Source: an optimization exercise on an open RTL-to-GDS flow (aim: small area and a short achievable clock period). Production flows keep margins and buffers that such runs may drop. The RTL was checked by simulation tests, not by an equivalence proof against the original design.

## flow/design.v (module list and top-level ports; edited modules follow where they fit)
// module fa: 4 lines
// module ha: 4 lines
// module mac11: 1819 lines
// module mac1: 1202 lines
// module Array_multiplier: 97 lines
module Array_multiplier (
  input [31:0] dataa1,
  input [31:0] datab1,
  input [31:0] dataa2,
  input [31:0] datab2,
  input [31:0] dataa3,
  input [31:0] datab3,
  input clk, rst,
  output [63:0] adder_out1,
  output [63:0] adder_out2,
  output [63:0] adder_out3,
  output [63:0] adder_out4,
  output [63:0] adder_out5,
  output [63:0] adder_out6,
  output [63:0] adder_out7,
  output [63:0] adder_out8,
  output [63:0] adder_out9
);
  // ...
==> flow/flow/run.sh <==
#!/bin/bash
set -euo pipefail
bash standard.sh SETUP_SLACK_MARGIN=8 finish > standard_flow.log 2>&1
==> flow/standard.sh <==
#!/bin/bash
# synth_recipe.tcl (not shown) runs the flow's synth.tcl, then flattens the netlist and writes it again
# the make line also repeats each setting of config.mk as NAME=value (left out here)
make -C /OpenROAD-flow-scripts/flow DESIGN_CONFIG=/design/flow/config.mk WORK_HOME=/design/flow/orfs CLKGATE_MAP_FILE= SYNTH_SCRIPT=/design/flow/synth_recipe.tcl "${@:-finish}"
==> flow/config.mk <==
export PLATFORM = sky130hd
export DESIGN_NAME = Array_multiplier
export DESIGN_NICKNAME = Array_multiplier
export VERILOG_FILES = /design/flow/design.v
export SDC_FILE = /design/flow/constraint.sdc
export NUM_CORES = 8
export LEC_CHECK = 0
export CAP_MARGIN = 20
export CORE_MARGIN = 2
export CORE_UTILIZATION = 40
export PLACE_DENSITY = 0.5
export SETUP_SLACK_MARGIN = 5
export SLEW_MARGIN = 20
export SYNTH_HIERARCHICAL = 1
==> flow/constraint.sdc <==
create_clock -name core_clock -period 12.0 [get_ports {clk}]
set_input_delay 2.4000 -clock core_clock [delete_from_list [all_inputs] [get_ports {clk}]]
set_output_delay 2.4000 -clock core_clock [all_outputs]
set_load 0.01 [all_outputs]
==> metrics.md, run 1 <==
| Metric | Value |
|---|---|
| Final core occ | between 40% and 50% |
| Arrival @ worst endpoint | 5710 ps |
| Hpwl dp | just under 900 mm |
| Clock sink total | ~3k |
| Inverters | 624 |
| Status | finished clean |
| Final Max Slew Viols | 0 |
| Mapped Area | between 200,000 and 300,000 um^2 |
| Final worst slack | slightly above 7000 ps |
| Post-cts sizing count | approximately 4.3k |
| Critical Path RT | about 13,000 ps |
| Hold Crit Start | a3_d1[4] |
| Mapped Nets | 33.1k |
| Post-route DRC | 0 |
| Top class by area | multi-input combinational cells |
| Worst skew pair latency | between 1000 and 1500 ps |
| Beginning of the critical path | m11.mid[89] |
| TritonRoute pass-1 iters | 13 |
| Pin count of the biggest net entering global routing | ~140 |
| DRT Wirelength | 1420 mm |
| Seq Cell Count | about 3.0k |
| RePlAce Congestion | approximately 0.96 |
| Reg2Reg Depth | 17 |
| Final setup fails | 0 |
| Die area | 740,000 um^2 |
==> run 2, diff against run 1 <==
--- a/flow/config.mk
+++ b/flow/config.mk
@@ -7,8 +7,7 @@
 export LEC_CHECK = 0
 export CAP_MARGIN = 20
 export CORE_MARGIN = 2
-export CORE_UTILIZATION = 40
-export PLACE_DENSITY = 0.5
+export CORE_UTILIZATION = 50
 export SETUP_SLACK_MARGIN = 5
 export SLEW_MARGIN = 20
 export SYNTH_HIERARCHICAL = 1
==> run 2 against run 1 <==
Compared with the run above:
- still clean on timing, DRC and antenna
- non-clock buffer count is 183 lower
- sequential share of layout area is 0.41 points higher
- clock-buffer cell count is 21 lower
- global-route usage is 5.5 points higher
- die area is 20% lower
- via count is 0.11% lower
- sequential cell count stayed put
- largest cell class unchanged
- highest routed layer unchanged
==> metrics.md, run 2 <==
| Metric | Value |
|---|---|
| R2R Setup Slk | 7360 ps (was 7240 ps) |
| Final setup fails | 0 (unchanged) |
| Fmax | 0.216 GHz (was 0.210 GHz) |
| Final net count | 32.7k (was 32.9k) |
| Hold Crit Start | a3_d1[3] (was a3_d1[4]) |
| Pin count of the biggest net entering global routing | 139 (unchanged) |
| RSZ-0062 raised after global routing | yes (unchanged) |
| Setup_tns | 0 ps (unchanged) |
| Critical Path RT | 12,920 ps (was 12,950 ps) |
| Hold Path Class | reg -> reg (unchanged) |
| Slew margin rel. | 12.7% (was 9.27%) |
| Final Max Slew Viols | 0 (unchanged) |
| Syn Area/Cell | 10.3 um^2 (unchanged) |
| Most common cell after layout, fill and taps aside | xnor2_1 (unchanged) |
| Largest register by flop count | m11.mid (unchanged) |
| Initial antenna violation count | 81 (was 128) |
| Crit-path cells | fa_1 > fa_2 > fa_1 > fa_2 > ha_4 > buf_8 > nand2_4 > o21ai_2 > a21o_1 > a31o_4 > a21o_4 > o31ai_4 > buf_12 > o31ai_4 > mux2i_1 > a2111oi_2 (was fa_1 > fa_2 > fa_1 > fa_1 > ha_4 > buf_6 > a21oi_4 > o21ai_2 > a41oi_4 > buf_12 > o211ai_1 > a21o_2 > o31ai_4 > buf_6 > o31ai_4 > mux2i_1 > a2111oi_2) |
| Routed Antenna Nets | 0 (unchanged) |
| Maximum fanout along the worst path | 6 (was 3) |
| Max_cap viols | 0 (unchanged) |
| TritonRoute pass-1 iters | 11 (was 13) |
| Final worst path period need | 4640 ps (was 4760 ps) |
| Max H-tree Level | 5 (unchanged) |
| Final Cell Area | 335,000 um^2 (was 342,000 um^2) |
| Root Buffer | clkbuf_16 (unchanged) |
| Area grow syn2layout | 14.2% (was 16.5%) |
| Starting Density | 50.2% (was 40.1%) |
| Global Route Usage Sum | 41.9% (was 36.3%) |
| Crit Path Category | reg -> reg (unchanged) |
| CP Capture Type | register (unchanged) |
| Critical path's slowest cell | fa_2 (was fa_1) |
| Worst Hold End | a3_d2[3] (was a3_d2[4]) |
| Hold Path Cell Cnt | 0 (unchanged) |
| Beginning of the critical path | m11.mid[217] (was m11.mid[89]) |
| Sequential cell area | 73,200 um^2 (about the same) |
| Hold Vio Cnt, Final | 0 (unchanged) |
| Via/cell ratio | 7.29 (was 6.88) |
| Die area | 593,000 um^2 (was 740,000 um^2) |
| Post-route DRC | 0 (unchanged) |
| Worst R2R End | m11.acc[63] (unchanged) |
| Footprint of the multi-input gates | 210,000 um^2 (about the same) |
| Clk buf depth | 4 (unchanged) |
| Hpwl dp | 816 mm (was 880 mm) |
| Via count | 264k (about the same) |
| Hold-fix buffers, CTS | 0 (unchanged) |
| Io pins | 770 (unchanged) |
| WL/cell | 35.9 um (was 37.0 um) |
| Placed Area | 304,000 um^2 (was 307,000 um^2) |
| Initial DRC count | 40.6k (was 36.1k) |
| Arrival @ worst endpoint | 5560 ps (was 5710 ps) |
| Reg2Reg Depth | 16 (was 17) |
| RePlAce Congestion | 0.978 (was 0.959) |
| Status | finished clean (unchanged) |
| Filler cells | 49.8k (was 68.1k) |
| # port buffers | 769 (unchanged) |
| Final Skew | 78.5 ps (was 73.1 ps) |
| Core Area | 585,000 um^2 (was 731,000 um^2) |
| Mapped Nets | 33.1k (unchanged) |
| Die height | 770 um (was 860 um) |
| Vias in the first global route | 261k (was 262k) |
| Post-Syn Instances | 28.5k (unchanged) |
| Number of synthesis warnings | 9 (unchanged) |
| First-pass GRT wire length | 1850 mm (was 1980 mm) |
| Die Width | 770 um (was 860 um) |
| Clock sink total | 2,996 (unchanged) |
| Worst skew pair latency | 1090 ps (was 1110 ps) |
| Fin crit share | 38.7% (was 39.7%) |
| Share of layout cells above drive strength 1 | 17.2% (was 18.5%) |
| Worst slew pin tran | 1310 ps (was 1360 ps) |
| Max FFs per register | 341 (unchanged) |
| Site row count | 281 (was 314) |
| Commonest cells after routing, fill and taps aside | 3,149 x xnor2_1, 3,107 x fa_1, 2,408 x a22o_1 (was 3,148 x xnor2_1, 3,051 x fa_1, 2,408 x a22o_1) |
| Worst r2r src | m11.mid[217] (was m11.mid[89]) |
| Worst-path clk slew | 60 ps (about the same) |
| Delay of the slowest critical-path stage | 670 ps (was 560 ps) |
| Critical Path Source Type | register (unchanged) |
| DRT Wirelength | 1300 mm (was 1420 mm) |
| CTS tree | built (unchanged) |
| Mapped Area | 293,000 um^2 (unchanged) |
| Global-route congestion overflow total | 0 (unchanged) |
| TritonCTS buffer count | 357 (was 368) |
-- run 2: cell type report --
class / count / share of cell area (%)
multi-input cells: 21400 / 62.6
clock inverters: 191 / 0.789
clock buffers: 479 / 3.06
inverters: 621 / 0.741
diodes: 57 / 0.0426
flip-flops and latches: 2996 / 21.8
well taps: 7782 / 2.91
repair buffers: 2696 / 7.99
-- run 2: repair_timing --
| action | 4_1_cts | 5_1_grt |
|---|---|---|
| pin swaps | 164 | 315 |
| gates resized for setup | 3972 | 966 |
| endpoints found under the setup margin | 1487 | 1197 |
| setup buffers | 715 | 302 |
| cloned | 44 | 44 |
-- run 2: worst max path at each step --
stage	endpoint	slack (ps)	cells past startpoint
final	m11.acc[63]	7360	16
after floorplan	b1_d1[0]	3010	1
after global routing	m11.acc[63]	7220	16
after detailed placement	m11.mid[166]	5720	12
after global placement	m11.mid[166]	5710	12
after CTS	m11.acc[63]	7280	14
-- run 2: critical path: cells and delay by family, from the launching register on --
kind / cells / cell delay (ps)
AO/OA/AOI/OAI: 7 / 1290
buffers and inverters: 2 / 300
flip-flops: 1 / 380
multiplexers: 1 / 140
adder cells (fa/ha/maj): 5 / 2290
AND/OR/NAND/NOR: 1 / 50
-- run 2: metrics by stage --
stage	std cells	worst slack, ps	hold WS (ps)	util [%]
6_report	36200	7360	300	57.3
3_5_place_dp	34400	5720	312	52.0
3_3_place_gp	34400	5710	311	52.0
2_1_floorplan	28500	3010	310	-
4_1_cts	35800	7280	302	55.9
5_1_grt	36200	7220	313	57.3
-- run 2: routing by layer --
layer,part of all wire (%),GRT usage (%)
met1,36,52.8
met2,41,60.2
met3,15,16.1
met4,8.4,26.3
met5,0.080,0.804

[what the ideal ports hide]
In the flow no input, the clock included, has a driving cell. The finished layouts below were timed again as built, in two steps. Step 1 sets driving cells, clkbuf_16 on the clock port and buf_2 on the other inputs (assumed; they add their load-dependent delay and slew). Step 2 times the ports against the registers' clock, not the clock port: input delays grow and output delays shrink by t, the midpoint of the rising clock arrivals with the driver on. Three values: ideal, step 1, step 2; two values: the first two.
| run | t (ns) | setup WS [ns] | hold slack, ns | worst setup path after step 2 | latest minus earliest clock arrival (ns) |
|---|---|---|---|---|---|
| run 1 | 1.223 | 7.239 / 7.239 / 6.523 | 0.320 / 0.320 / 0.320 | input to register | 0.077 / 0.078 |
| run 2 | 1.200 | 7.361 / 7.361 / 6.524 | 0.300 / 0.300 / 0.300 | input to register | 0.091 / 0.090 |
After both steps setup and hold are still met in every run listed. The setup slack of run 2, which loses most, moves by 0.000 ns with the drivers and by -0.837 ns with both steps.
